Context: an optimization exercise on an open-source flow, tuned for small area. The choices shown serve that exercise and are no tape-out recipe. In this exercise RTL edits were held to simulation tests only and were not proved equivalent to the original. Power figures rest on the tool's default switching activity, not on a simulated workload.

==> flow/run.sh <==
#!/bin/bash
# synth_recipe.tcl (not shown) runs the flow's synth.tcl, then flattens the netlist and writes it again
# the make line also repeats each setting of config.mk as NAME=value (left out here)
make -C /OpenROAD-flow-scripts/flow DESIGN_CONFIG=/design/flow/config.mk WORK_HOME=/design/flow/orfs CLKGATE_MAP_FILE= SYNTH_SCRIPT=/design/flow/synth_recipe.tcl finish
==> flow/config.mk <==
export PLATFORM = sky130hd
export DESIGN_NAME = beamformer
export DESIGN_NICKNAME = beamformer
export VERILOG_FILES = /design/flow/design.v
export SDC_FILE = /design/flow/constraint.sdc
export NUM_CORES = 4
export LEC_CHECK = 0
export CAP_MARGIN = 20
export CORE_MARGIN = 2
export CORE_UTILIZATION = 25
export PLACE_DENSITY = 0.4
export SLEW_MARGIN = 20
export SYNTH_MEMORY_MAX_BITS = 16384
==> flow/constraint.sdc <==
create_clock -name core_clock -period 10.0 [get_ports {clk_in}]
set_input_delay 2.0000 -clock core_clock [delete_from_list [all_inputs] [get_ports {clk_in}]]
set_output_delay 2.0000 -clock core_clock [all_outputs]
set_load 0.01 [all_outputs]
==> flow/design.v <==
module angle_delay_lut (
    input  wire [7:0] angle_in,
    output logic [5:0] delay_out
);
always_comb begin
    case (angle_in)
        8'd0: delay_out = 6'd39;
        8'd1: delay_out = 6'd39;
        8'd2: delay_out = 6'd39;
        8'd3: delay_out = 6'd39;
        8'd4: delay_out = 6'd39;
        8'd5: delay_out = 6'd39;
        8'd6: delay_out = 6'd39;
        8'd7: delay_out = 6'd39;
        8'd8: delay_out = 6'd39;
        8'd9: delay_out = 6'd39;
        8'd10: delay_out = 6'd39;
        8'd11: delay_out = 6'd39;
        8'd12: delay_out = 6'd38;
        8'd13: delay_out = 6'd38;
        8'd14: delay_out = 6'd38;
        8'd15: delay_out = 6'd38;
        8'd16: delay_out = 6'd38;
        8'd17: delay_out = 6'd38;
        8'd18: delay_out = 6'd37;
        8'd19: delay_out = 6'd37;
        8'd20: delay_out = 6'd37;
        8'd21: delay_out = 6'd37;
        8'd22: delay_out = 6'd36;
        8'd23: delay_out = 6'd36;
        8'd24: delay_out = 6'd36;
        8'd25: delay_out = 6'd36;
        8'd26: delay_out = 6'd35;
        8'd27: delay_out = 6'd35;
        8'd28: delay_out = 6'd35;
        8'd29: delay_out = 6'd34;
        8'd30: delay_out = 6'd34;
        8'd31: delay_out = 6'd34;
        8'd32: delay_out = 6'd33;
        8'd33: delay_out = 6'd33;
        8'd34: delay_out = 6'd33;
        8'd35: delay_out = 6'd32;
        8'd36: delay_out = 6'd32;
        8'd37: delay_out = 6'd31;
        8'd38: delay_out = 6'd31;
        8'd39: delay_out = 6'd30;
        8'd40: delay_out = 6'd30;
        8'd41: delay_out = 6'd30;
        8'd42: delay_out = 6'd29;
        8'd43: delay_out = 6'd29;
        8'd44: delay_out = 6'd28;
        8'd45: delay_out = 6'd28;
        8'd46: delay_out = 6'd27;
        8'd47: delay_out = 6'd27;
        8'd48: delay_out = 6'd26;
        8'd49: delay_out = 6'd26;
        8'd50: delay_out = 6'd25;
        8'd51: delay_out = 6'd25;
        8'd52: delay_out = 6'd24;
        8'd53: delay_out = 6'd23;
        8'd54: delay_out = 6'd23;
        8'd55: delay_out = 6'd22;
        8'd56: delay_out = 6'd22;
        8'd57: delay_out = 6'd21;
        8'd58: delay_out = 6'd21;
        8'd59: delay_out = 6'd20;
        8'd60: delay_out = 6'd19;
        8'd61: delay_out = 6'd19;
        8'd62: delay_out = 6'd18;
        8'd63: delay_out = 6'd18;
        8'd64: delay_out = 6'd17;
        8'd65: delay_out = 6'd16;
        8'd66: delay_out = 6'd16;
        8'd67: delay_out = 6'd15;
        8'd68: delay_out = 6'd14;
        8'd69: delay_out = 6'd14;
        8'd70: delay_out = 6'd13;
        8'd71: delay_out = 6'd12;
        8'd72: delay_out = 6'd12;
        8'd73: delay_out = 6'd11;
        8'd74: delay_out = 6'd10;
        8'd75: delay_out = 6'd10;
        8'd76: delay_out = 6'd9;
        8'd77: delay_out = 6'd8;
        8'd78: delay_out = 6'd8;
        8'd79: delay_out = 6'd7;
        8'd80: delay_out = 6'd6;
        8'd81: delay_out = 6'd6;
        8'd82: delay_out = 6'd5;
        8'd83: delay_out = 6'd4;
        8'd84: delay_out = 6'd4;
        8'd85: delay_out = 6'd3;
        8'd86: delay_out = 6'd2;
        8'd87: delay_out = 6'd2;
        8'd88: delay_out = 6'd1;
        8'd89: delay_out = 6'd0;
        8'd90: delay_out = 6'd0;
        8'd91: delay_out = 6'd0;
        8'd92: delay_out = 6'd1;
        8'd93: delay_out = 6'd2;
        8'd94: delay_out = 6'd2;
        8'd95: delay_out = 6'd3;
        8'd96: delay_out = 6'd4;
        8'd97: delay_out = 6'd4;
        8'd98: delay_out = 6'd5;
        8'd99: delay_out = 6'd6;
        8'd100: delay_out = 6'd6;
        8'd101: delay_out = 6'd7;
        8'd102: delay_out = 6'd8;
        8'd103: delay_out = 6'd8;
        8'd104: delay_out = 6'd9;
        8'd105: delay_out = 6'd10;
        8'd106: delay_out = 6'd10;
        8'd107: delay_out = 6'd11;
        8'd108: delay_out = 6'd12;
        8'd109: delay_out = 6'd12;
        8'd110: delay_out = 6'd13;
        8'd111: delay_out = 6'd14;
        8'd112: delay_out = 6'd14;
        8'd113: delay_out = 6'd15;
        8'd114: delay_out = 6'd16;
        8'd115: delay_out = 6'd16;
        8'd116: delay_out = 6'd17;
        8'd117: delay_out = 6'd18;
        8'd118: delay_out = 6'd18;
        8'd119: delay_out = 6'd19;
        8'd120: delay_out = 6'd19;
        8'd121: delay_out = 6'd20;
        8'd122: delay_out = 6'd21;
        8'd123: delay_out = 6'd21;
        8'd124: delay_out = 6'd22;
        8'd125: delay_out = 6'd22;
        8'd126: delay_out = 6'd23;
        8'd127: delay_out = 6'd23;
        8'd128: delay_out = 6'd24;
        8'd129: delay_out = 6'd25;
        8'd130: delay_out = 6'd25;
        8'd131: delay_out = 6'd26;
        8'd132: delay_out = 6'd26;
        8'd133: delay_out = 6'd27;
        8'd134: delay_out = 6'd27;
        8'd135: delay_out = 6'd28;
        8'd136: delay_out = 6'd28;
        8'd137: delay_out = 6'd29;
        8'd138: delay_out = 6'd29;
        8'd139: delay_out = 6'd30;
        8'd140: delay_out = 6'd30;
        8'd141: delay_out = 6'd30;
        8'd142: delay_out = 6'd31;
        8'd143: delay_out = 6'd31;
        8'd144: delay_out = 6'd32;
        8'd145: delay_out = 6'd32;
        8'd146: delay_out = 6'd33;
        8'd147: delay_out = 6'd33;
        8'd148: delay_out = 6'd33;
        8'd149: delay_out = 6'd34;
        8'd150: delay_out = 6'd34;
        8'd151: delay_out = 6'd34;
        8'd152: delay_out = 6'd35;
        8'd153: delay_out = 6'd35;
        8'd154: delay_out = 6'd35;
        8'd155: delay_out = 6'd36;
        8'd156: delay_out = 6'd36;
        8'd157: delay_out = 6'd36;
        8'd158: delay_out = 6'd36;
        8'd159: delay_out = 6'd37;
        8'd160: delay_out = 6'd37;
        8'd161: delay_out = 6'd37;
        8'd162: delay_out = 6'd37;
        8'd163: delay_out = 6'd38;
        8'd164: delay_out = 6'd38;
        8'd165: delay_out = 6'd38;
        8'd166: delay_out = 6'd38;
        8'd167: delay_out = 6'd38;
        8'd168: delay_out = 6'd38;
        8'd169: delay_out = 6'd39;
        8'd170: delay_out = 6'd39;
        8'd171: delay_out = 6'd39;
        8'd172: delay_out = 6'd39;
        8'd173: delay_out = 6'd39;
        8'd174: delay_out = 6'd39;
        8'd175: delay_out = 6'd39;
        8'd176: delay_out = 6'd39;
        8'd177: delay_out = 6'd39;
        8'd178: delay_out = 6'd39;
        8'd179: delay_out = 6'd39;
        8'd180: delay_out = 6'd39;
        default: delay_out = 6'd0;
    endcase
end
endmodule
`default_nettype none
module beamformer (
    input  wire                clk_in,
    input  wire                rst_in,
    input  wire         [ 7:0] angle_in,
    input  wire                valid_in,
    input  wire  signed [23:0] audio_in_1,
    input  wire  signed [23:0] audio_in_2,
    input  wire  signed [23:0] audio_in_3,
    input  wire  signed [23:0] audio_in_4,
    output logic signed [23:0] audio_out,
    output logic               valid_out
);
  localparam int N = 13;   
  localparam int R = 3;    
  logic [5:0] d;
  angle_delay_lut angle_delay_lut (
    .angle_in(angle_in),
    .delay_out(d)
  );
  wire       dir = angle_in > 8'd90;        
  wire       d0 = d == 6'd0;
  wire [6:0] key = {dir & ~d0, d};          
  logic [6:0] key_prev;
  wire       delay_change = key != key_prev;
  wire       clr = rst_in | delay_change;
  logic [6:0] count;
  wire  [6:0] d3 = {1'b0, d} + {d, 1'b0};
  logic [5:1] valid_r;
  always_ff @(posedge clk_in) begin
    key_prev <= key;
    if (clr) count <= {6'd0, valid_in};
    else if (valid_in && count != 7'd127) count <= count + 7'd1;
    if (clr) valid_r <= '0;
    else begin
      valid_r[1] <= valid_in;
      valid_r[2] <= valid_r[1];
      valid_r[3] <= valid_r[2] && count > d3;
      valid_r[4] <= valid_r[3];
      valid_r[5] <= valid_r[4];
    end
  end
  assign valid_out = valid_r[5];
  logic [3:0] ring_pos;
  logic [1:0] last_r;
  logic [3:0] last_s;
  always_ff @(posedge clk_in) begin
    if (rst_in) begin
      ring_pos <= 4'd0;
      last_r   <= 2'd0;
      last_s   <= 4'd0;
    end else begin
      ring_pos <= (ring_pos == 4'd0) ? 4'(N - 1) : ring_pos - 4'd1;
      if (valid_in) begin
        if (last_s == 4'(N - 1)) begin
          last_s <= 4'd0;
          last_r <= (last_r == 2'(R - 1)) ? 2'd0 : last_r + 2'd1;
        end else begin
          last_s <= last_s + 4'd1;
        end
      end
    end
  end
  wire [3:0] ring_head = (ring_pos == 4'(N - 1)) ? 4'd0 : ring_pos + 4'd1;
  logic [R-1:0] we;
  always_comb
    for (int r = 0; r < R; r++) we[r] = (last_s == ring_pos) && (last_r == 2'(r));
  wire [6:0] last_lin = 7'(last_r) * 7'(N) + 7'(last_s);
  wire [6:0] tgt_raw = last_lin + 7'(N * R + 1) - 7'(d);
  wire [6:0] tgt = (tgt_raw >= 7'(N * R)) ? tgt_raw - 7'(N * R) : tgt_raw;
  logic [1:0] tgt_r;
  logic [3:0] tgt_s;
  always_comb begin
    if (tgt >= 7'(2 * N)) begin
      tgt_r = 2'd2;
      tgt_s = 4'(tgt - 7'(2 * N));
    end else if (tgt >= 7'(N)) begin
      tgt_r = 2'd1;
      tgt_s = 4'(tgt - 7'(N));
    end else begin
      tgt_r = 2'd0;
      tgt_s = 4'(tgt);
    end
  end
  wire fetch = ring_head == tgt_s;
  wire signed [23:0] a = dir ? audio_in_1 : audio_in_4;   
  wire signed [23:0] b = dir ? audio_in_2 : audio_in_3;   
  wire signed [23:0] c = dir ? audio_in_3 : audio_in_2;   
  wire signed [23:0] e = dir ? audio_in_4 : audio_in_1;   
  logic signed [23:0] cap1, pf1;
  logic signed [24:0] cap2, pf2;
  logic signed [25:0] cap3, pf3;
  logic [23:0] rd1;
  logic [24:0] rd2;
  logic [25:0] rd3;
  wire signed [24:0] s2 = (d0 ? a : pf1) + b;
  wire signed [25:0] s3 = (d0 ? s2 : pf2) + c;
  wire signed [25:0] s4 = (d0 ? s3 : pf3) + e;
  always_ff @(posedge clk_in) begin
    if (valid_in) begin
      cap1 <= a;
      cap2 <= s2;
      cap3 <= s3;
      audio_out <= s4[25:2];
    end
    if (fetch) begin
      pf1 <= rd1;
      pf2 <= rd2;
      pf3 <= rd3;
    end
  end
  sample_rings #(.W(24), .N(N), .R(R)) line1 (
    .clk_in(clk_in), .wdata(cap1), .we(we), .rsel(tgt_r), .rdata(rd1)
  );
  sample_rings #(.W(25), .N(N), .R(R)) line2 (
    .clk_in(clk_in), .wdata(cap2), .we(we), .rsel(tgt_r), .rdata(rd2)
  );
  sample_rings #(.W(26), .N(N), .R(R)) line3 (
    .clk_in(clk_in), .wdata(cap3), .we(we), .rsel(tgt_r), .rdata(rd3)
  );
endmodule
module sample_rings #(
    parameter int W = 24,
    parameter int N = 13,
    parameter int R = 3
) (
    input  wire          clk_in,
    input  wire  [W-1:0] wdata,
    input  wire  [R-1:0] we,
    input  wire  [  1:0] rsel,
    output logic [W-1:0] rdata
);
  logic [R*W-1:0] heads;
  for (genvar r = 0; r < R; r++) begin : g_ring
    logic [N*W-1:0] ring;
    always_ff @(posedge clk_in)
      ring <= {ring[(N-1)*W-1:0], we[r] ? wdata : ring[N*W-1 -: W]};
    assign heads[r*W +: W] = ring[W-1:0];
  end
  always_comb begin
    rdata = heads[W-1:0];
    for (int r = 1; r < R; r++)
      if (rsel == 2'(r)) rdata = heads[r*W +: W];
  end
endmodule
`default_nettype wire
==> results of run 1 <==
## cells in the mapped netlist (all sizes together), types with 6 or more instances
cell       n  share of area
dfxtp   2953           0.77
mux2     332          0.049
nand2    223          0.011
edfxtp   175          0.068
a21oi    172          0.011
nor2     154         0.0075
ha       126          0.020
mux2i     89          0.012
clkbuf    76         0.0037
inv       65         0.0032
xnor2     59         0.0067
o21ai     51         0.0033
xor2      37         0.0043
a21o      31         0.0030
nand2b    23         0.0019
buf       22         0.0019
nor3      21         0.0015
o21bai    21         0.0020
nand3     19         0.0012
o21a      17         0.0017
a211oi    16         0.0018
nor2b     14         0.0011
o211ai    14         0.0014
and2      10        0.00081
nand4      9        0.00073
a31oi      8        0.00073
fa         8         0.0021
or2        8        0.00065
o31ai      7        0.00075
a211o      6        0.00080
nand3b     6        0.00058
nor3b      6        0.00058
## layout make-up
| type | instances | area (um^2) |
|---|---|---|
| diodes | 15 | 37.5 |
| clock buffers | 463 | 9530 |
| clock inverters | 126 | 1470 |
| fillers | 30100 | 209000 |
| inverters | 67 | 260 |
| multi-input cells | 1551 | 12300 |
| flip-flops and latches | 3128 | 64400 |
| well taps | 4100 | 5130 |
| repair buffers | 460 | 4020 |
## routing by layer
layer | GRT usage | share of wire | wire (um) | up-vias
li1 | - | - | - | 17500
met1 | 0.128 | 0.45 | 72700 | 17200
met2 | 0.169 | 0.47 | 75800 | 627
met3 | 0.0207 | 0.037 | 6010 | 348
met4 | 0.0417 | 0.037 | 5900 | 6
met5 | 0 | 0.00019 | 30 | -
## state kept, by name, indices dropped and copies added (netlist names), 24 cells and up
signal and cells:
line3.g_ring.ring 1014, line1.g_ring.ring 936, pf2 25, audio_out 24, cap1 24, cap3 26
cap2 25, pf1 24, pf3 26, line2.g_ring.ring 975
## stage by stage
step                TNS [ns]  utilization  hold slack (ns)  total power [mW]
global route        -0.00869        0.317            0.290              34.9
floorplan                  0            -            0.310              18.3
CTS                        0        0.316            0.285              33.8
finish                     0        0.317            0.289              33.2
detailed placement    -11.29        0.280            0.312              21.5
global placement       -7.06        0.280            0.310              21.5
## worst max-delay path: cells and delay by family
family / cells / cell delay, ns
and+or+nand+nor: 7 / 0.98
muxes: 1 / 0.28
adders and majority gates: 5 / 1.24
xor gates and xnor gates: 4 / 0.58
buffers and inverters: 8 / 1.46
AOI/OAI and AO/OA: 19 / 3.54
## logic make-up (layout without fill, tap and decap cells)
kind of cell	count (synthesis)	in the layout	share of synthesized area
flip-flops	3128	3128	0.836
AND/OR/NAND/NOR	513	513	0.0295
multiplexers	421	421	0.0601
AO/OA/AOI/OAI	386	386	0.0322
buffers and inverters	165	1116	0.00890
adder cells (fa/ha/maj)	135	135	0.0227
XOR/XNOR	96	96	0.0110
other	0	15	0
## power breakdown
| group | total [mW] | leakage (nW) | internal [mW] | switching (mW) |
|---|---|---|---|---|
| Clock | 12.1 | 5.42 | 7.25 | 4.81 |
| Sequential | 15.7 | 25.8 | 15.0 | 0.733 |
| Combinational | 5.48 | 8.24 | 2.45 | 3.03 |
| Total | 33.2 | 39.4 | 24.7 | 8.57 |
## how the worst max path moves through the flow
stage	start	to	slack (ns)	depth (start not counted)
2_1_floorplan	angle_in[1]	pf1[0]$_DFFE_PN_	0.005	30
6_report	angle_in[0]	audio_out[23]$_DFFE_PP_	0.48	44
3_5_place_dp	angle_in[1]	audio_out[23]$_DFFE_PP_	-1.06	49
5_1_grt	angle_in[0]	audio_out[23]$_DFFE_PP_	-0.009	47
4_1_cts	angle_in[1]	audio_out[23]$_DFFE_PP_	0.05	46
3_3_place_gp	angle_in[1]	audio_out[23]$_DFFE_PP_	-1.11	49
## what timing repair did
action / CTS / global route
endpoints found under the setup margin: 2 / 10
pin swaps: 0 / 12
resized for setup: 4 / 32
setup buffers: 0 / 2
==> reports/results.txt, run 1 <==
Outcome: complete, no violations
Root Buffer: clkbuf_16
Pwr Density: 342 mW/mm^2
Largest net degree at the start of global routing: 87
Syn. warnings: 5
Post-route DRC: 0
Ys async rst share: 0
Peak supply drop: 215 uV
Post-route cell area: 0.0971 mm^2
Vias in the first global route: 36500
Gpl congestion: 0.817
Slew @ Worst Pin: 1.05 ns
CP arrival: 10.08 ns
Post-synthesis sequential area ratio: 0.836
CTS buffer count: 326
Max-cap violations: 0
DRT Pass-1 Iters: 5
Static Leakage: 39.4 nW
Min Tclk post-route: 9.52 ns
Critical Path Fanout Max: 7
Number of synthesized flops with an enable pin: 175
Worst r2r dst: pf1[5]$_DFFE_PN_
Depth of the most critical reg-to-reg path: 23
CTS Buffer Depth: 4
Reg2Reg Setup Slack: 3.42 ns
Fin crit share: 0.952
Die Area: 0.313 mm^2
Critical Path RT: 10.56 ns
Placed insts: 9304
Pins Over Slew Limit: 0
Crit. End Element: flip-flop
Startpoint types: input pin
Cells after synthesis: 4844
H-Tree Depth: 5
Post-DP Area: 0.0859 mm^2
Hold_buf cts: 0
Vias per inst: 3.60
Worst Hold End: line2.g_ring[1].ring[277]$_DFF_P_
Share of cells above drive strength 1: 0.216
Clock Pin Slew Worst Setup and Hold Paths: 0.06 ns
Total Wirelength: 160 mm
Slew headroom: 0.301
DP Wirelength: 104 mm
Fin nets: 5775
CP max stage delay: 0.51 ns
Area Growth Syn to Fin: 26.1%
Die width: 559 um
Die height: 559 um
HP Class: reg -> reg
CTS tree: built
Seq cells post-synth: 3128
Hold Fails Final Rpt: 0
Yosys cell types: 86
Via count: 35700
Row Count: 203
Worst Setup Path Type: in -> reg
Syn nets: 5085
Most frequent cells in the layout: 2953 x dfxtp_1, 336 x clkbuf_16, 332 x mux2_2
Initial antenna violation count: 38
Io pins: 132
Worst hold path startpoint: line2.g_ring[1].ring[252]$_DFF_P_
PnR worst setup slack: 0.484 ns
Grt ovf: 0
Crit path top cell by count: a21oi_1
Setup violators final: 0
Final setup skew: 0.0786 ns
Mapped cell area: 0.0770 mm^2
Commonest non-fill, non-tap cell in the layout: dfxtp_1
Port Buffers: 131
Clock latency on the worst-skew pair: 0.86 ns
Final Non-Filler Cells: 9910
Sink Count: 3128
Reg2reg start: last_r[1]$_SDFFE_PP0P_
Fmax: 105 MHz
Iteration-0 DRC count of the detailed router: 1394
Place WS: -1.06 ns
Core Footprint: 0.306 mm^2
Gr usage total: 0.102
DR WL/cell: 16.2 um
Min-Delay Path Depth: 0
Critical-path top delay cell: clkdlybuf4s50_1
Syn_area_per_cell: 15.9 um^2
Starting density of the core: 0.251
Synth Flop Type: dfxtp_1
DRT antenna net count: 0
Global-route wire length before repair: 238 mm
==> run 2: changes to the inputs <==
--- a/flow/design.v
+++ b/flow/design.v
@@ -217,5 +217,6 @@
   wire       clr = rst_in | delay_change;
   logic [6:0] count;
-  wire  [6:0] d3 = {1'b0, d} + {d, 1'b0};
+  wire  [5:0] d_prev = key_prev[5:0];
+  wire  [6:0] d3 = {1'b0, d_prev} + {d_prev, 1'b0};
   logic [5:1] valid_r;
   always_ff @(posedge clk_in) begin
@@ -258,5 +259,5 @@
     for (int r = 0; r < R; r++) we[r] = (last_s == ring_pos) && (last_r == 2'(r));
   wire [6:0] last_lin = 7'(last_r) * 7'(N) + 7'(last_s);
-  wire [6:0] tgt_raw = last_lin + 7'(N * R + 1) - 7'(d);
+  wire [6:0] tgt_raw = last_lin + 7'(N * R + 1) - 7'(d_prev);
   wire [6:0] tgt = (tgt_raw >= 7'(N * R)) ? tgt_raw - 7'(N * R) : tgt_raw;
   logic [1:0] tgt_r;
@@ -285,7 +286,13 @@
   logic [24:0] rd2;
   logic [25:0] rd3;
-  wire signed [24:0] s2 = (d0 ? a : pf1) + b;
-  wire signed [25:0] s3 = (d0 ? s2 : pf2) + c;
-  wire signed [25:0] s4 = (d0 ? s3 : pf3) + e;
+  wire signed [24:0] x2 = d0 ? 25'(a) : 25'(pf1);
+  wire signed [25:0] x3 = d0 ? 26'(e) : 26'(pf2);
+  wire signed [25:0] x4 = d0 ? 26'(cap2) : pf3;
+  wire signed [25:0] y4 = d0 ? cap3 : 26'(e);
+  logic [24:0] s2;
+  logic [25:0] s3, s4;
+  cs_adder #(.W(25), .L(13)) add2 (.x(x2), .y(25'(b)), .s(s2));
+  cs_adder #(.W(26), .L(13)) add3 (.x(x3), .y(26'(c)), .s(s3));
+  cs_adder #(.W(26), .L(13)) add4 (.x(x4), .y(y4), .s(s4));
   always_ff @(posedge clk_in) begin
     if (valid_in) begin
@@ -293,6 +300,6 @@
       cap2 <= s2;
       cap3 <= s3;
-      audio_out <= s4[25:2];
     end
+    if (d0 ? valid_r[1] : valid_in) audio_out <= s4[25:2];
     if (fetch) begin
       pf1 <= rd1;
@@ -335,3 +342,30 @@
   end
 endmodule
+module cs_adder #(
+    parameter int W = 25,
+    parameter int L = 13
+) (
+    input  wire  [W-1:0] x,
+    input  wire  [W-1:0] y,
+    output logic [W-1:0] s
+);
+  localparam int H = W - L;
+  logic [L:0] cl;
+  logic [H:0] c0, c1;
+  logic [H-1:0] h0, h1;
+  assign cl[0] = 1'b0;
+  for (genvar i = 0; i < L; i++) begin : g_lo
+    assign s[i] = x[i] ^ y[i] ^ cl[i];
+    assign cl[i+1] = (x[i] & y[i]) | (x[i] & cl[i]) | (y[i] & cl[i]);
+  end
+  assign c0[0] = 1'b0;
+  assign c1[0] = 1'b1;
+  for (genvar i = 0; i < H; i++) begin : g_hi
+    assign h0[i] = x[L+i] ^ y[L+i] ^ c0[i];
+    assign c0[i+1] = (x[L+i] & y[L+i]) | (x[L+i] & c0[i]) | (y[L+i] & c0[i]);
+    assign h1[i] = x[L+i] ^ y[L+i] ^ c1[i];
+    assign c1[i+1] = (x[L+i] & y[L+i]) | (x[L+i] & c1[i]) | (y[L+i] & c1[i]);
+  end
+  assign s[W-1:L] = cl[L] ? h1 : h0;
+endmodule
 `default_nettype wire
==> flow/flow/run.sh (new file) <==
#!/bin/bash
# The standard layout (standard.sh: the standard flow's synthesis, floorplan, placement, routing), with
# a sparser clock tree: clusters of up to 16 flip-flops per clkbuf_8, no dummy loads, and
# single-size port buffers. The make output goes to flow_make.log; each ORFS step writes its
# own log under orfs/logs/.
set -euo pipefail
cd "$(dirname "${BASH_SOURCE[0]}")/.."
bash standard.sh \
  "CTS_ARGS=-sink_clustering_enable -repair_clock_nets -dont_use_dummy_load -buf_list {sky130_fd_sc_hd__clkbuf_8} -sink_clustering_size 16 -sink_clustering_max_diameter 50" \
  "BUFFER_PORTS_ARGS=-buffer_cell sky130_fd_sc_hd__buf_1" \
  finish > flow_make.log 2>&1
==> flow/standard.sh (new file) <==
#!/bin/bash
# synth_recipe.tcl (not shown) runs the flow's synth.tcl, then flattens the netlist and writes it again
# the make line also repeats each setting of config.mk as NAME=value (left out here)
make -C /OpenROAD-flow-scripts/flow DESIGN_CONFIG=/design/flow/config.mk WORK_HOME=/design/flow/orfs CLKGATE_MAP_FILE= SYNTH_SCRIPT=/design/flow/synth_recipe.tcl "${@:-finish}"
--- a/flow/config.mk
+++ b/flow/config.mk
@@ -8,6 +8,6 @@
 export CAP_MARGIN = 20
 export CORE_MARGIN = 2
-export CORE_UTILIZATION = 25
-export PLACE_DENSITY = 0.4
+export CORE_UTILIZATION = 55
+export PLACE_DENSITY = 0.65
 export SLEW_MARGIN = 20
 export SYNTH_MEMORY_MAX_BITS = 16384
removed: flow/run.sh
==> reports/results.txt, run 2 <==
Worst path bufs/invs: 5 (-3)
Sink Count: 3128 (unchanged)
Area Growth Syn to Fin: 8.80%
Syn_area_per_cell: 16.2 um^2 (+1.8%)
Iteration-0 DRC count of the detailed router: 1928 (+38%)
Post-synthesis sequential area ratio: 0.840 (+0.00448)
Yosys cell types: 92 (+7.0%)
Starting density of the core: 0.556 (+0.304)
Min Tclk post-route: 9.84 ns (+0.326 ns)
DRT antenna net count: 0 (unchanged)
Seq pwr share: 0.638 (+0.166)
Critical Path Fanout Max: 5 (-2)
Row Count: 136 (-33%)
CTS buffer count: 223 (-32%)
Via count: 32700 (-8.5%)
Port Buffers: 131 (unchanged)
CP arrival: 10.45 ns (+0.37 ns)
Hold_buf cts: 0 (unchanged)
Place WS: -0.858 ns (+0.206 ns)
Crit. End Element: flip-flop
Max-cap violations: 0 (unchanged)
Critical-path top delay cell: or4_4
Number of synthesized flops with an enable pin: 175 (unchanged)
Clock latency on the worst-skew pair: 0.96 ns (+0.10 ns)
DR WL met2: 53.5 mm (-29%)
Pins Over Slew Limit: 0 (unchanged)
Top post-synthesis cells by area: dfxtp_1 77%, edfxtp_1 6.9%, mux2_2 4.0%
Final setup skew: 0.156 ns (+0.0770 ns)
Combinational share of power: 0.144 (-0.021)
Peak supply drop: 208 uV (-3.3%)
M1 wire length: 60.0 mm (-17%)
Initial antenna violation count: 15 (-61%)
Static Leakage: 34.1 nW (-14%)
Share of cells above drive strength 1: 0.143 (-0.0733)
Vias in the first global route: 33100 (-9.2%)
Io pins: 132 (unchanged)
Switch share: 0.258 (about the same)
Most flops, register: line3.g_ring.ring
Fin nets: 5358 (-7.2%)
Gpl congestion: 0.847 (+3.6%)
Outcome: complete, no violations
PnR worst setup slack: 0.158 ns (-0.326 ns)
CTS Buffer Depth: 3 (-1)
DRT Pass-1 Iters: 5 (unchanged)
Die height: 377 um (-33%)
Slew @ Worst Pin: 1.08 ns (+0.0312 ns)
Critical Path RT: 10.61 ns (+0.05 ns)
Die width: 377 um (-33%)
Total Wirelength: 124 mm (-22%)
Seq cells post-synth: 3128 (unchanged)
Ys async rst share: 0 (unchanged)
Most numerous cell in the Yosys netlist: dfxtp_1
Synth Flop Type: dfxtp_1
Setup TNS: 0 ns (unchanged)
Grt ovf: 0 (unchanged)
Top delay family on crit path: adder cells
Slew headroom: 0.280 (-0.0208)
Clock Pin Slew Worst Setup and Hold Paths: 0.09 ns (+0.03 ns)
Internal Pwr Total: 18.4 mW (-25%)
Met3 wire len: 7.67 mm (+28%)
Largest net degree at the start of global routing: 77 (-11%)
Max FFs per register: 1014 (unchanged)
Clk pwr share: 0.218 (-0.145)
Final core utilization: 0.605 (+0.288)
Die Area: 0.142 mm^2 (-54%)
H-Tree Depth: 4 (-1)
Syn. warnings: 5 (unchanged)
Syn nets: 4972 (-2.2%)
Synth area leader: dfxtp_1
Gr usage total: 0.177 (+0.0752)
Pwr Density: 298 mW/mm^2 (-13%)
Highest metal used: met5
Setup violators final: 0 (unchanged)
Largest regs: line3.g_ring.ring x1014, line2.g_ring.ring x975, line1.g_ring.ring x936
Startpoint types: input pin
Post-synth top area share: 0.771 (+0.00411)
Cells after synthesis: 4732 (-2.3%)
Commonest non-fill, non-tap cell in the layout: dfxtp_1
HP Class: reg -> reg
Synth top cells by count: 2953 x dfxtp_1, 269 x mux2_2, 175 x edfxtp_1, 175 x nor2_1, 164 x mux2i_1
Mapped cell area: 0.0766 mm^2 (-0.53%)
Switch Pwr: 6.40 mW (-25%)
Global-route wire length before repair: 191 mm (-20%)
Root Buffer: clkbuf_8
Vias per inst: 4.73 (+31%)
DP Wirelength: 77.9 mm (-25%)
Post-route DRC: 0 (unchanged)
DR WL/cell: 18.0 um (+11%)
Worst Setup Path Type: in -> reg
Core Footprint: 0.138 mm^2 (-55%)
CP max stage delay: 0.56 ns (+0.05 ns)
Crit path top cell by count: fa_2
CTS tree: built
Fin crit share: 0.984 (+0.0326)
Most frequent cells in the layout: 2953 x dfxtp_1, 268 x mux2_2, 223 x clkbuf_8
Filler Cell Count: 10400 (-65%)
Hold Fails Final Rpt: 0 (unchanged)
Fmax: 102 MHz (-3.3%)
[run 2: per-stage QoR]
stage | std cells | area, um^2 | power (mW) | hold WS, ns
CTS | 6903 | 83200 | 25.1 | 0.218
global placement | 6680 | 80100 | 19.6 | 0.310
global route | 6912 | 83400 | 26.1 | 0.239
floorplan | 4732 | 76900 | 18.0 | 0.310
finish | 6915 | 83400 | 24.8 | 0.227
detailed placement | 6680 | 80100 | 19.7 | 0.312
[run 2: layout make-up]
type | count | area, um^2 | area share
flip-flops and latches | 3128 | 64400 | 0.772
inverters | 118 | 447 | 0.00536
multi-input cells | 1388 | 11700 | 0.140
repair buffers | 259 | 1530 | 0.0183
clock buffers | 223 | 3070 | 0.0368
diodes | 5 | 12.5 | 0.000150
well taps | 1794 | 2240 | 0.0269
[run 2: metal layers]
metal / vias up / GRT usage
met2: 658 / 0.268
met5: - / 0
met1: 15600 / 0.250
met4: 16 / 0.0551
met3: 246 / 0.0455
li1: 16100 / -
[run 2: cell families (layout without fill, tap and decap cells)]
family	after synthesis	count (layout)	share of synthesized area
AND/OR/NAND/NOR	409	409	0.0241
other	0	5	0
adder cells (fa/ha/maj)	133	133	0.0257
buffers and inverters	216	600	0.0116
XOR/XNOR	74	74	0.00846
flip-flops	3128	3128	0.840
multiplexers	434	434	0.0612
AO/OA/AOI/OAI	338	338	0.0288
[run 2: final timing paths]
kind                                                        start                                 to  slack (ns)  depth (start not counted)
worst max-delay path                                  angle_in[1]                 cap2[23]$_DFFE_PP_        0.16                         32
worst min-delay path            line1.g_ring[1].ring[179]$_DFF_P_  line1.g_ring[1].ring[203]$_DFF_P_        0.23                          0
worst max register to register                  cap3[1]$_DFFE_PP_            audio_out[21]$_DFFE_PP_        2.73                         24
worst min register to register  line1.g_ring[1].ring[179]$_DFF_P_  line1.g_ring[1].ring[203]$_DFF_P_        0.23                          0
[run 2: power groups by stage]
stage	combinational (mW)	sequential, mW	clock (mW)
after floorplan	2.31	15.7	0
after global placement	3.54	16.1	0
after detailed placement	3.59	16.1	0
after CTS	3.61	15.9	5.62
after global routing	3.94	16.0	6.08
final	3.58	15.8	5.41
[run 2: repair_timing]
item                                    CTS  global route
setup buffers                             0             6
endpoints found under the setup margin    0            10
resized for setup                         0            13
[run 2: worst register-to-register path: stages (launching register included)]
cell and delay [ns]:
edfxtp_1 0.58, a22oi_1 0.27, nor3_1 0.11, a31oi_4 0.17
fa_1 0.20, inv_1 0.06, fa_2 0.39, fa_2 0.36
fa_2 0.39, fa_2 0.36, fa_2 0.39, fa_2 0.36
fa_2 0.40, fa_2 0.36, fa_2 0.41, fa_2 0.38
nand2_1 0.12, o21ai_4 0.09, o31ai_2 0.39, a31oi_2 0.18
o211ai_1 0.39, o21a_1 0.20, buf_4 0.15, a21oi_2 0.07
o211a_1 0.23
==> run 3: changes to the inputs <==
--- a/flow/design.v
+++ b/flow/design.v
@@ -352,6 +352,7 @@
   localparam int H = W - L;
   logic [L:0] cl;
-  logic [H:0] c0, c1;
-  logic [H-1:0] h0, h1;
+  logic [H:0] ch;
+  logic [H-1:0] h;
+  logic [H:0] q;   
   assign cl[0] = 1'b0;
   for (genvar i = 0; i < L; i++) begin : g_lo
@@ -359,13 +360,12 @@
     assign cl[i+1] = (x[i] & y[i]) | (x[i] & cl[i]) | (y[i] & cl[i]);
   end
-  assign c0[0] = 1'b0;
-  assign c1[0] = 1'b1;
+  assign ch[0] = 1'b0;
+  assign q[0] = 1'b1;
   for (genvar i = 0; i < H; i++) begin : g_hi
-    assign h0[i] = x[L+i] ^ y[L+i] ^ c0[i];
-    assign c0[i+1] = (x[L+i] & y[L+i]) | (x[L+i] & c0[i]) | (y[L+i] & c0[i]);
-    assign h1[i] = x[L+i] ^ y[L+i] ^ c1[i];
-    assign c1[i+1] = (x[L+i] & y[L+i]) | (x[L+i] & c1[i]) | (y[L+i] & c1[i]);
+    assign h[i] = x[L+i] ^ y[L+i] ^ ch[i];
+    assign ch[i+1] = (x[L+i] & y[L+i]) | (x[L+i] & ch[i]) | (y[L+i] & ch[i]);
+    assign q[i+1] = q[i] & h[i];
+    assign s[L+i] = h[i] ^ (cl[L] & q[i]);
   end
-  assign s[W-1:L] = cl[L] ? h1 : h0;
 endmodule
 `default_nettype wire
==> reports/results.txt, run 3 <==
Die width: 375 um (-0.52%)
Critical-path top delay cell: mux4_2
Io pins: 132 (unchanged)
Sink Count: 3128 (unchanged)
Post-CTS setup buffers: 0 (unchanged)
Post-Synth Adder-Cell Area: 0.0293 (+0.00357)
HP Class: reg -> reg
Critical Path Fanout Max: 6 (+1)
Grt ovf: 0 (unchanged)
Synth Flop Type: dfxtp_1
Final core utilization: 0.599 (-0.00546)
Worst Setup Path Type: in -> reg
Gpl congestion: 0.821 (-3.1%)
DP Wirelength: 78.9 mm (+1.2%)
Clock Pin Slew Worst Setup and Hold Paths: 0.09 ns (about the same)
Syn nets: 4763 (-4.2%)
Area Growth Syn to Fin: 8.42%
Fin nets: 5119 (-4.5%)
Number of synthesized flops with an enable pin: 175 (unchanged)
Ys async rst share: 0 (unchanged)
Outcome: complete, no violations
Most frequent cells in the layout: 2953 x dfxtp_1, 301 x mux2_2, 223 x clkbuf_8
Gr usage total: 0.175 (-0.00186)
Root Buffer: clkbuf_8
Vias in the first global route: 31200 (-6.0%)
Vias per inst: 4.67 (-1.1%)
CTS buffer count: 223 (unchanged)
Final Non-Filler Cells: 6682 (-3.4%)
Post-route cell area: 0.0822 mm^2 (-1.4%)
Cells after synthesis: 4523 (-4.4%)
Peak supply drop: 239 uV (+15%)
Top post-synthesis cells by area: dfxtp_1 78%, edfxtp_1 6.9%, mux2_2 4.5%
DR WL/cell: 18.3 um (+2.0%)
Post-DP Area: 0.0790 mm^2 (-1.4%)
Core Footprint: 0.137 mm^2 (-0.49%)
Synth area leader: dfxtp_1
Crit path top cell by count: fa_2
Global-route wire length before repair: 186 mm (-2.7%)
Slew headroom: 0.312 (+0.0322)
CP max stage delay: 0.48 ns (-0.08 ns)
Largest regs: line3.g_ring.ring x1014, line2.g_ring.ring x975, line1.g_ring.ring x936
Largest family of logic cells by synthesized area: multiplexers
Yosys cell types: 76 (-17%)
Crit. End Element: flip-flop
Iteration-0 DRC count of the detailed router: 2008 (+4.1%)
Clock latency on the worst-skew pair: 0.95 ns (about the same)
Setup TNS: 0 ns (unchanged)
Synth top cells by count: 2953 x dfxtp_1, 302 x mux2_2, 175 x edfxtp_1, 155 x mux2i_1, 129 x nand2_1
Placed insts: 6447 (-3.5%)
Commonest non-fill, non-tap cell in the layout: dfxtp_1
Fin crit share: 0.975 (-0.00907)
Most flops, register: line3.g_ring.ring
H-Tree Depth: 4 (unchanged)
Post-synthesis sequential area ratio: 0.849 (+0.00891)
Pins Over Slew Limit: 0 (unchanged)
Initial antenna violation count: 23 (+8)
CTS Buffer Depth: 3 (unchanged)
Row Count: 136 (unchanged)
Hold Fails Final Rpt: 0 (unchanged)
Min Tclk post-route: 9.75 ns (-0.0907 ns)
Die height: 375 um (-0.52%)
Synth Area in Compound Gates: 0.0201 (-0.00875)
Largest net degree at the start of global routing: 57 (-26%)
Share of cells above drive strength 1: 0.141 (-0.00160)
Port Buffers: 131 (unchanged)
Most numerous cell in the Yosys netlist: dfxtp_1
Multiplexer share of the synthesized area: 0.0662 (+0.00505)
Synth Area in XOR/XNOR: 0.00830 (-0.000158)
Starting density of the core: 0.553 (-0.00311)
Final setup skew: 0.114 ns (-0.0420 ns)
Post-synth top area share: 0.780 (+0.00819)
Mapped cell area: 0.0758 mm^2 (-1.0%)
Pwr Density: 295 mW/mm^2 (-0.93%)
CTS tree: built
Die Area: 0.141 mm^2 (-1.0%)
Post-route DRC: 0 (unchanged)
CP arrival: 10.42 ns (-0.03 ns)
DRT Pass-1 Iters: 5 (unchanged)
Slew @ Worst Pin: 1.03 ns (-0.0483 ns)
Syn. warnings: 5 (unchanged)
DRT antenna net count: 0 (unchanged)
Via count: 31200 (-4.4%)
Syn_area_per_cell: 16.8 um^2 (+3.5%)
Total Wirelength: 123 mm (-1.5%)
Startpoint types: input pin
Max FFs per register: 1014 (unchanged)
Simple-gate area share of the yosys netlist: 0.0166 (-0.00748)
Fmax: 103 MHz (+0.93%)
Unrepaired setup endpoints after global routing: false
Seq cells post-synth: 3128 (unchanged)
Setup violators final: 0 (unchanged)
Max-cap violations: 0 (unchanged)
Static Leakage: 33.1 nW (-2.9%)
Critical Path RT: 10.67 ns (+0.06 ns)
==> run 3: path summary, 6_finish.rpt <==
| check | startpoint | to | slack (ns) | cells past startpoint |
|---|---|---|---|---|
| min | line1.g_ring[2].ring[231]$_DFF_P_ | line1.g_ring[2].ring[255]$_DFF_P_ | 0.28 | 0 |
| max | angle_in[1] | cap2[24]$_DFFE_PP_ | 0.25 | 32 |
| min reg2reg | line1.g_ring[2].ring[231]$_DFF_P_ | line1.g_ring[2].ring[255]$_DFF_P_ | 0.28 | 0 |
| max reg2reg | pf3[0]$_DFFE_PN_ | audio_out[23]$_DFFE_PP_ | 2.86 | 25 |
==> run 3: critical path: cells and delay by family <==
kind,cells,cell delay (ns)
buffers and inverters,5,0.53
adders and majority gates,14,5.02
and+or+nand+nor,7,1.30
xor gates and xnor gates,1,0.07
muxes,3,1.14
AOI/OAI and AO/OA,2,0.34
==> run 3: metal layers <==
metal	track usage	share of wire	vias up	routed length, um
met3	0.0440	0.055	229	6710
met5	0	0.0013	-	165
met4	0.0463	0.019	24	2270
met2	0.251	0.41	587	50300
met1	0.265	0.52	15100	63100
li1	-	-	15300	-
==> run 3: timing repair <==
| action | 4_1_cts | 5_1_grt |
|---|---|---|
| resized for setup | 0 | 13 |
| hold buffers | 0 | 0 |
| setup endpoints to repair | 0 | 11 |
==> run 3: cell type report <==
class	count	area (um^2)
diodes	11	27.5
clock buffers	223	3070
fillers	10300	54900
inverters	95	357
multi-input cells	1204	10900
flip-flops and latches	3128	64400
well taps	1794	2240
repair buffers	227	1240
==> run 3: kinds of logic after synthesis <==
kind of cell	count (synthesis)
AND/OR/NAND/NOR	283
buffers and inverters	191
AO/OA/AOI/OAI	256
XOR/XNOR	71
multiplexers	460
flip-flops	3128
adder cells (fa/ha/maj)	134
==> run 3: per-stage QoR <==
step	total power, mW	setup slack (ns)	hold slack (ns)
2_1_floorplan	17.6	0.0300	0.310
3_3_place_gp	19.0	-0.775	0.310
3_5_place_dp	19.1	-0.820	0.312
4_1_cts	24.5	0.146	0.266
5_1_grt	25.4	0.0444	0.273
6_report	24.2	0.248	0.279
==> run 3: power breakdown <==
group          switching [mW]  internal, mW  total, mW
Clock                    3.45          1.99       5.43
Sequential              0.800          14.9       15.7
Combinational            1.84          1.24       3.08
Total                    6.09          18.2       24.2
==> run 4: changes to the inputs <==
==> flow/flow/run.sh (replaced) <==
#!/bin/bash
# The standard layout (standard.sh: the standard flow's synthesis, floorplan, placement, routing), with
# a sparser clock tree: clusters of up to 18 flip-flops per clkbuf_8, no dummy loads, and
# single-size port buffers. The make output goes to flow_make.log; each ORFS step writes its
# own log under orfs/logs/.
set -euo pipefail
cd "$(dirname "${BASH_SOURCE[0]}")/.."
bash standard.sh \
  "CTS_ARGS=-sink_clustering_enable -repair_clock_nets -dont_use_dummy_load -buf_list {sky130_fd_sc_hd__clkbuf_8} -sink_clustering_size 18 -sink_clustering_max_diameter 60" \
  "BUFFER_PORTS_ARGS=-buffer_cell sky130_fd_sc_hd__buf_1" \
  finish > flow_make.log 2>&1
--- a/flow/config.mk
+++ b/flow/config.mk
@@ -8,6 +8,6 @@
 export CAP_MARGIN = 20
 export CORE_MARGIN = 2
-export CORE_UTILIZATION = 55
-export PLACE_DENSITY = 0.65
+export CORE_UTILIZATION = 70
+export PLACE_DENSITY = 0.8
 export SLEW_MARGIN = 20
 export SYNTH_MEMORY_MAX_BITS = 16384
==> reports/results.txt, run 4 <==
Largest net degree at the start of global routing: 94 (+65%)
Root Buffer: clkbuf_8
Gpl congestion: 0.858 (+4.5%)
Post-route DRC: 0 (unchanged)
HP Class: reg -> reg
Fmax: 103 MHz (about the same)
Crit path top cell by count: fa_2
Placed insts: 6054 (-6.1%)
Post-Synth Adder-Cell Area: 0.0293 (unchanged)
Row Count: 120 (-12%)
Final setup skew: 0.110 ns (-0.00392 ns)
Synth Area in XOR/XNOR: 0.00830 (unchanged)
DR WL/cell: 20.4 um (+11%)
CTS Buffer Depth: 3 (unchanged)
Core Footprint: 0.107 mm^2 (-22%)
Vias per inst: 5.04 (+7.7%)
DRT Pass-1 Iters: 5 (unchanged)
Yosys cell types: 76 (unchanged)
Synth top cells by count: 2953 x dfxtp_1, 302 x mux2_2, 175 x edfxtp_1, 155 x mux2i_1, 129 x nand2_1
Final Non-Filler Cells: 6259 (-6.3%)
Unrepaired setup endpoints after global routing: false
Clock Pin Slew Worst Setup and Hold Paths: 0.11 ns (+0.02 ns)
Via count: 31500 (+0.92%)
Fin crit share: 0.974 (about the same)
CTS tree: built
Share of cells above drive strength 1: 0.136 (-0.00529)
Worst Setup Path Type: in -> reg
Crit. End Element: flip-flop
Die width: 333 um (-11%)
Reg area: 0.0644 mm^2 (unchanged)
Static Leakage: 32.9 nW (-0.65%)
Post-synthesis sequential area ratio: 0.849 (unchanged)
Gr usage total: 0.231 (+0.0563)
Post-synth top area share: 0.780 (unchanged)
Max FFs per register: 1014 (unchanged)
Critical-path top delay cell: fa_1
Number of synthesized flops with an enable pin: 175 (unchanged)
Slew headroom: 0.312 (-0.000754)
Post-route cell area: 0.0813 mm^2 (-1.1%)
Top post-synthesis cells by area: dfxtp_1 78%, edfxtp_1 6.9%, mux2_2 4.5%
Synth Flop Type: dfxtp_1
Clock latency on the worst-skew pair: 0.91 ns (-0.04 ns)
Syn nets: 4763 (unchanged)
Pwr Density: 295 mW/mm^2 (about the same)
Setup violators final: 0 (unchanged)
Most flops, register: line3.g_ring.ring
Pins Over Slew Limit: 0 (unchanged)
Die Area: 0.111 mm^2 (-21%)
Global-route wire length before repair: 190 mm (+2.4%)
Multiplexer share of the synthesized area: 0.0662 (unchanged)
Filler Cell Count: 5962 (-42%)
CP max stage delay: 0.43 ns (-0.05 ns)
Total Wirelength: 128 mm (+4.1%)
Total power: 24.0 mW (-1.1%)
Critical Path RT: 10.66 ns (about the same)
Iteration-0 DRC count of the detailed router: 1872 (-6.8%)
Initial antenna violation count: 26 (+13%)
Synth Area in Compound Gates: 0.0201 (unchanged)
Mapped cell area: 0.0758 mm^2 (unchanged)
Area Growth Syn to Fin: 7.23%
DP Wirelength: 82.9 mm (+5.2%)
Min Tclk post-route: 9.74 ns (-0.00753 ns)
Synth area leader: dfxtp_1
Multi-input gate area: 0.0109 mm^2 (-0.14%)
Syn. warnings: 5 (unchanged)
Largest family of logic cells by synthesized area: multiplexers
Final core utilization: 0.758 (+0.159)
Io pins: 132 (unchanged)
Simple-gate area share of the yosys netlist: 0.0166 (unchanged)
Hold Fails Final Rpt: 0 (unchanged)
Fin nets: 5088 (-0.61%)
Peak supply drop: 231 uV (-3.5%)
Max-cap violations: 0 (unchanged)
Cells after synthesis: 4523 (unchanged)
Vias in the first global route: 32200 (+3.5%)
Die height: 333 um (-11%)
Startpoint types: input pin
H-Tree Depth: 4 (unchanged)
Slew @ Worst Pin: 1.03 ns (+0.00113 ns)
CTS buffer count: 194 (-13%)
Starting density of the core: 0.707 (+0.154)
CP arrival: 10.40 ns (-0.02 ns)
Ys async rst share: 0 (unchanged)
Sink Count: 3128 (unchanged)
Grt ovf: 0 (unchanged)
Commonest non-fill, non-tap cell in the layout: dfxtp_1
Most frequent cells in the layout: 2953 x dfxtp_1, 302 x mux2_2, 194 x clkbuf_8
Seq cells post-synth: 3128 (unchanged)
Most numerous cell in the Yosys netlist: dfxtp_1
Outcome: complete, no violations
Post-DP Area: 0.0786 mm^2 (-0.61%)
Syn_area_per_cell: 16.8 um^2 (unchanged)
DRT antenna net count: 0 (unchanged)
Largest regs: line3.g_ring.ring x1014, line2.g_ring.ring x975, line1.g_ring.ring x936
Port Buffers: 131 (unchanged)
Critical Path Fanout Max: 10 (+4)
-- run 4: cell families (layout without fill, tap and decap cells) --
group	count (synthesis)	count (layout)
flops	3128	3128
mux	460	460
simple gates	283	283
compound gates	256	256
buf+inv	191	514
fa+ha+maj	134	134
xor+xnor	71	71
other cells	0	10
-- run 4: critical path: cells and delay by family --
family | cells | cell delay (ns)
and+or+nand+nor | 9 | 1.87
AOI/OAI and AO/OA | 2 | 0.38
xor gates and xnor gates | 1 | 0.08
muxes | 1 | 0.21
adders and majority gates | 14 | 4.91
buffers and inverters | 7 | 0.92
-- run 4: per-stage QoR --
step / setup TNS [ns] / setup WS [ns] / hold WS, ns
finish: 0 / 0.256 / 0.256
global route: 0 / 0.0235 / 0.261
CTS: 0 / 0.0466 / 0.253
detailed placement: -15.93 / -0.968 / 0.312
global placement: -12.18 / -0.789 / 0.310
floorplan: 0 / 0.0300 / 0.310
-- run 4: layout make-up --
class / instances / area share
diodes: 10 / 0.000308
clock buffers: 194 / 0.0328
inverters: 95 / 0.00442
multi-input cells: 1204 / 0.134
flip-flops and latches: 3128 / 0.792
well taps: 1403 / 0.0216
repair buffers: 225 / 0.0153
-- run 4: timing repair --
| action | in CTS | in global routing |
|---|---|---|
| gates cloned | 0 | 0 |
| endpoints found under the setup margin | 1 | 10 |
| hold endpoints to repair | 0 | 0 |
| hold buffers | 0 | 0 |
| resized for setup | 2 | 13 |
| pin swaps | 1 | 4 |
| buffers inserted | 1 | 0 |
-- run 4: power by group --
| group | total, mW | switching [mW] | internal (mW) |
|---|---|---|---|
| combinational | 3.01 | 1.80 | 1.21 |
| sequential | 15.9 | 0.916 | 14.9 |
| clock | 5.10 | 3.36 | 1.74 |
| total | 24.0 | 6.08 | 17.9 |
-- run 4: path summary, 6_finish.rpt --
check                                                       start                                end  slack [ns]  cells past startpoint
worst max-delay path                                  angle_in[1]                 cap2[24]$_DFFE_PP_        0.26                     34
worst min register to register  line2.g_ring[2].ring[234]$_DFF_P_  line2.g_ring[2].ring[259]$_DFF_P_        0.26                      0
worst max register to register                key_prev[1]$_DFF_P_                  pf2[21]$_DFFE_PN_        2.67                     20
worst min-delay path            line2.g_ring[2].ring[234]$_DFF_P_  line2.g_ring[2].ring[259]$_DFF_P_        0.26                      0
-- run 4: routing by layer --
metal	global-route usage	routed length [um]	share of wire
met5	0	172	0.0013
met1	0.337	60700	0.48
met2	0.344	55500	0.44
met3	0.0612	8440	0.066
met4	0.0689	2770	0.022
==> run 5: changes to the inputs <==
--- a/flow/config.mk
+++ b/flow/config.mk
@@ -6,4 +6,5 @@
 export NUM_CORES = 4
 export LEC_CHECK = 0
+export ABC_AREA = 1
 export CAP_MARGIN = 20
 export CORE_MARGIN = 2
==> reports/results.txt, run 5 <==
CTS tree: built
Vias per inst: 5.09 (+1.1%)
Largest regs: line3.g_ring.ring x1014, line2.g_ring.ring x975, line1.g_ring.ring x936
Port Buffers: 131 (unchanged)
Pwr Density: 297 mW/mm^2 (+0.60%)
Commonest non-fill, non-tap cell in the layout: dfxtp_1
Starting density of the core: 0.707 (about the same)
Synth Area in XOR/XNOR: 0.00589 (-0.00241)
Peak supply drop: 212 uV (-8.1%)
Post-synthesis sequential area ratio: 0.849 (about the same)
Gr usage total: 0.250 (+0.0190)
Clock Pin Slew Worst Setup and Hold Paths: 0.11 ns (about the same)
CP arrival: 10.25 ns (-0.15 ns)
Io pins: 132 (unchanged)
Slew @ Worst Pin: 1.14 ns (+0.106 ns)
Synth Area in Compound Gates: 0.0395 (+0.0194)
Gpl congestion: 0.880 (+2.6%)
Crit. End Element: flip-flop
Startpoint types: input pin
Static Leakage: 33.3 nW (+1.3%)
Post-Synth Adder-Cell Area: 0.0292 (-0.000139)
Die Area: 0.111 mm^2 (about the same)
Simple-gate area share of the yosys netlist: 0.0489 (+0.0323)
Setup violators final: 0 (unchanged)
Outcome: complete, no violations
Most frequent cells in the layout: 2953 x dfxtp_1, 669 x nand2_1, 420 x o21ai_0
Synth Flop Type: dfxtp_1
Row Count: 120 (unchanged)
Depth of the most critical reg-to-reg path: 29 (+45%)
Die width: 333 um (about the same)
Yosys cell types: 46 (-39%)
Crit path top cell by count: fa_2
Die height: 333 um (about the same)
Reg2reg start: key_prev[1]$_DFF_P_
DRT antenna net count: 0 (unchanged)
Critical Path RT: 10.61 ns (-0.05 ns)
Max-cap violations: 0 (unchanged)
Min-Delay Path Depth: 0 (unchanged)
Largest net degree at the start of global routing: 78 (-17%)
Final setup skew: 0.0867 ns (-0.0230 ns)
Via count: 35600 (+13%)
DRT Pass-1 Iters: 7 (+2)
Multiplexer share of the synthesized area: 0.00290 (-0.0633)
Critical path launch point: angle_in[1]
Synth area leader: dfxtp_1
Slew headroom: 0.241 (-0.0708)
Worst hold path startpoint: line1.g_ring[2].ring[58]$_DFF_P_
Sink Count: 3128 (unchanged)
Syn. warnings: 5 (unchanged)
Initial antenna violation count: 23 (-12%)
HP Class: reg -> reg
Max FFs per register: 1014 (unchanged)
Placed insts: 6787 (+12%)
Ys async rst share: 0 (unchanged)
Setup TNS: 0 ns (unchanged)
Total power: 24.1 mW (+0.45%)
Syn nets: 5517 (+16%)
Fin crit share: 0.965 (-0.00986)
PnR worst setup slack: 0.355 ns (+0.0986 ns)
DR WL/cell: 19.7 um (-3.2%)
Top post-synthesis cells by area: dfxtp_1 78%, edfxtp_1 6.9%, nand2_1 3.3%
Fin nets: 5823 (+14%)
Grt ovf: 0 (unchanged)
Pins Over Slew Limit: 0 (unchanged)
CTS buffer count: 194 (unchanged)
Number of synthesized flops with an enable pin: 175 (unchanged)
Iteration-0 DRC count of the detailed router: 3016 (+61%)
Min Tclk post-route: 9.65 ns (-0.0986 ns)
Root Buffer: clkbuf_8
Share of cells above drive strength 1: 0.0693 (-0.0669)
Unrepaired setup endpoints after global routing: true
Place WS: -0.872 ns (+0.0957 ns)
Post-route DRC: 0 (unchanged)
Most numerous cell in the Yosys netlist: dfxtp_1
Most flops, register: line3.g_ring.ring
Global-route wire length before repair: 209 mm (+9.8%)
Synth top cells by count: 2953 x dfxtp_1, 670 x nand2_1, 424 x o21ai_0, 321 x inv_1, 175 x edfxtp_1
Area Growth Syn to Fin: 7.04%
Syn_area_per_cell: 14.4 um^2 (-14%)
Final Non-Filler Cells: 6990 (+12%)
Worst Setup Path Type: in -> reg
Post-synth top area share: 0.779 (about the same)
CP max stage delay: 0.46 ns (+0.03 ns)
Mapped cell area: 0.0758 mm^2 (about the same)
Fmax: 104 MHz (+1.0%)
H-Tree Depth: 4 (unchanged)
Seq cells post-synth: 3128 (unchanged)
DP Wirelength: 88.3 mm (+6.5%)
Vias in the first global route: 36000 (+12%)
Filler Cell Count: 6109 (+2.5%)
Clock latency on the worst-skew pair: 0.90 ns (about the same)
Cells after synthesis: 5277 (+17%)
Critical Path Fanout Max: 5 (-5)
Core Footprint: 0.107 mm^2 (unchanged)
Largest family of logic cells by synthesized area: simple AND/OR/NAND/NOR gates
Total Wirelength: 138 mm (+8.1%)
CTS Buffer Depth: 3 (unchanged)
Hold Fails Final Rpt: 0 (unchanged)
Critical-path top delay cell: fa_1
run 5: area by class of cell:
type | instances | area [um^2] | share of cell area
multi-input cells | 1695 | 9790 | 0.121
well taps | 1403 | 1760 | 0.0216
clock buffers | 194 | 2670 | 0.0329
flip-flops and latches | 3128 | 64400 | 0.793
repair buffers | 237 | 1350 | 0.0166
diodes | 6 | 15.0 | 0.000185
inverters | 327 | 1230 | 0.0152
run 5: critical path, delay by kind of cell:
family / cells / cell delay [ns]
buffers and inverters: 8 / 0.98
XOR/XNOR: 1 / 0.08
adder cells (fa/ha/maj): 14 / 5.32
AO/OA/AOI/OAI: 2 / 0.31
AND/OR/NAND/NOR: 14 / 1.52
run 5: logic make-up (layout without fill, tap and decap cells):
logic type | after synthesis | after routing
fa+ha+maj | 133 | 133
compound gates | 578 | 578
mux | 22 | 22
flops | 3128 | 3128
xor+xnor | 51 | 51
buf+inv | 454 | 758
simple gates | 911 | 911
other cells | 0 | 6
run 5: worst paths after layout:
check                                           to  slack [ns]
setup / recovery                cap2[24]$_DFFE_PP_        0.35
hold / removal    line1.g_ring[2].ring[82]$_DFF_P_        0.26
setup reg to reg                 pf3[20]$_DFFE_PN_        2.41
hold reg to reg   line1.g_ring[2].ring[82]$_DFF_P_        0.26
run 5: repair_timing:
item | in CTS | in global routing
setup buffers | 0 | 2
resized for setup | 0 | 19
endpoints found under the hold margin | 0 | 0
setup endpoints to repair | 0 | 12
hold buffers | 0 | 0
run 5: stage by stage:
step / utilization / area, um^2 / hold WS, ns
after floorplan: - / 75900 / 0.310
after global placement: 0.731 / 78400 / 0.310
after detailed placement: 0.731 / 78400 / 0.312
after CTS: 0.756 / 81000 / 0.237
after global routing: 0.757 / 81200 / 0.240
final: 0.757 / 81200 / 0.259
run 5: where the power goes:
part / total [mW] / leakage (nW) / switching, mW / internal [mW]
logic: 3.46 / 6.14 / 2.42 / 1.04
registers: 15.5 / 25.7 / 0.695 / 14.8
clock network: 5.14 / 1.39 / 3.40 / 1.74
total: 24.1 / 33.3 / 6.51 / 17.6
run 5: metal layers:
metal | GRT usage | part of all wire
met5 | 0 | 0.0012
met2 | 0.378 | 0.44
met3 | 0.0583 | 0.082
met4 | 0.0764 | 0.026
met1 | 0.364 | 0.45

-- re-timing with driven ports --
The results above use ideal ports. As a check the final layouts listed here were re-extracted and re-timed, cells and wires unchanged.
Step 1 (the two cells are an assumption about what drives the block):
set clk [get_ports {clk_in}]
set_driving_cell -lib_cell sky130_fd_sc_hd__clkbuf_16 $clk
set_driving_cell -lib_cell sky130_fd_sc_hd__buf_2 [delete_from_list [all_inputs] $clk]
Step 2 adds t to the input delays and takes it off the output delays; t is the mean of the earliest and latest rising clock arrival at the registers after step 1. Input paths then give back, and output paths get back, about the clock's delay inside the block.
Three values: ideal ports, drivers, drivers and shift; two values: the first two.
| run | t, ns | setup slack, ns | hold WS [ns] | worst setup path at the end | worst data-port slew with drivers (ns) |
|---|---|---|---|---|---|
| run 1 | 0.911 | 0.484 / 0.547 / -0.364 | 0.289 / 0.289 / 0.289 | input to register | 0.21 |
| run 2 | 0.960 | 0.158 / 0.211 / -0.748 | 0.227 / 0.227 / 0.227 | input to register | 0.25 |
| run 3 | 0.975 | 0.248 / 0.307 / -0.668 | 0.279 / 0.279 / 0.279 | input to register | 0.18 |
| run 4 | 0.924 | 0.256 / 0.303 / -0.621 | 0.256 / 0.256 / 0.256 | input to register | 0.16 |
| run 5 | 0.917 | 0.355 / 0.404 / -0.513 | 0.259 / 0.259 / 0.259 | input to register | 0.25 |
With both steps, setup timing fails in every run listed, where it was met with ideal ports. For run 3, which loses most, drivers alone change the setup slack by +0.059 ns; drivers and shift together by -0.916 ns.
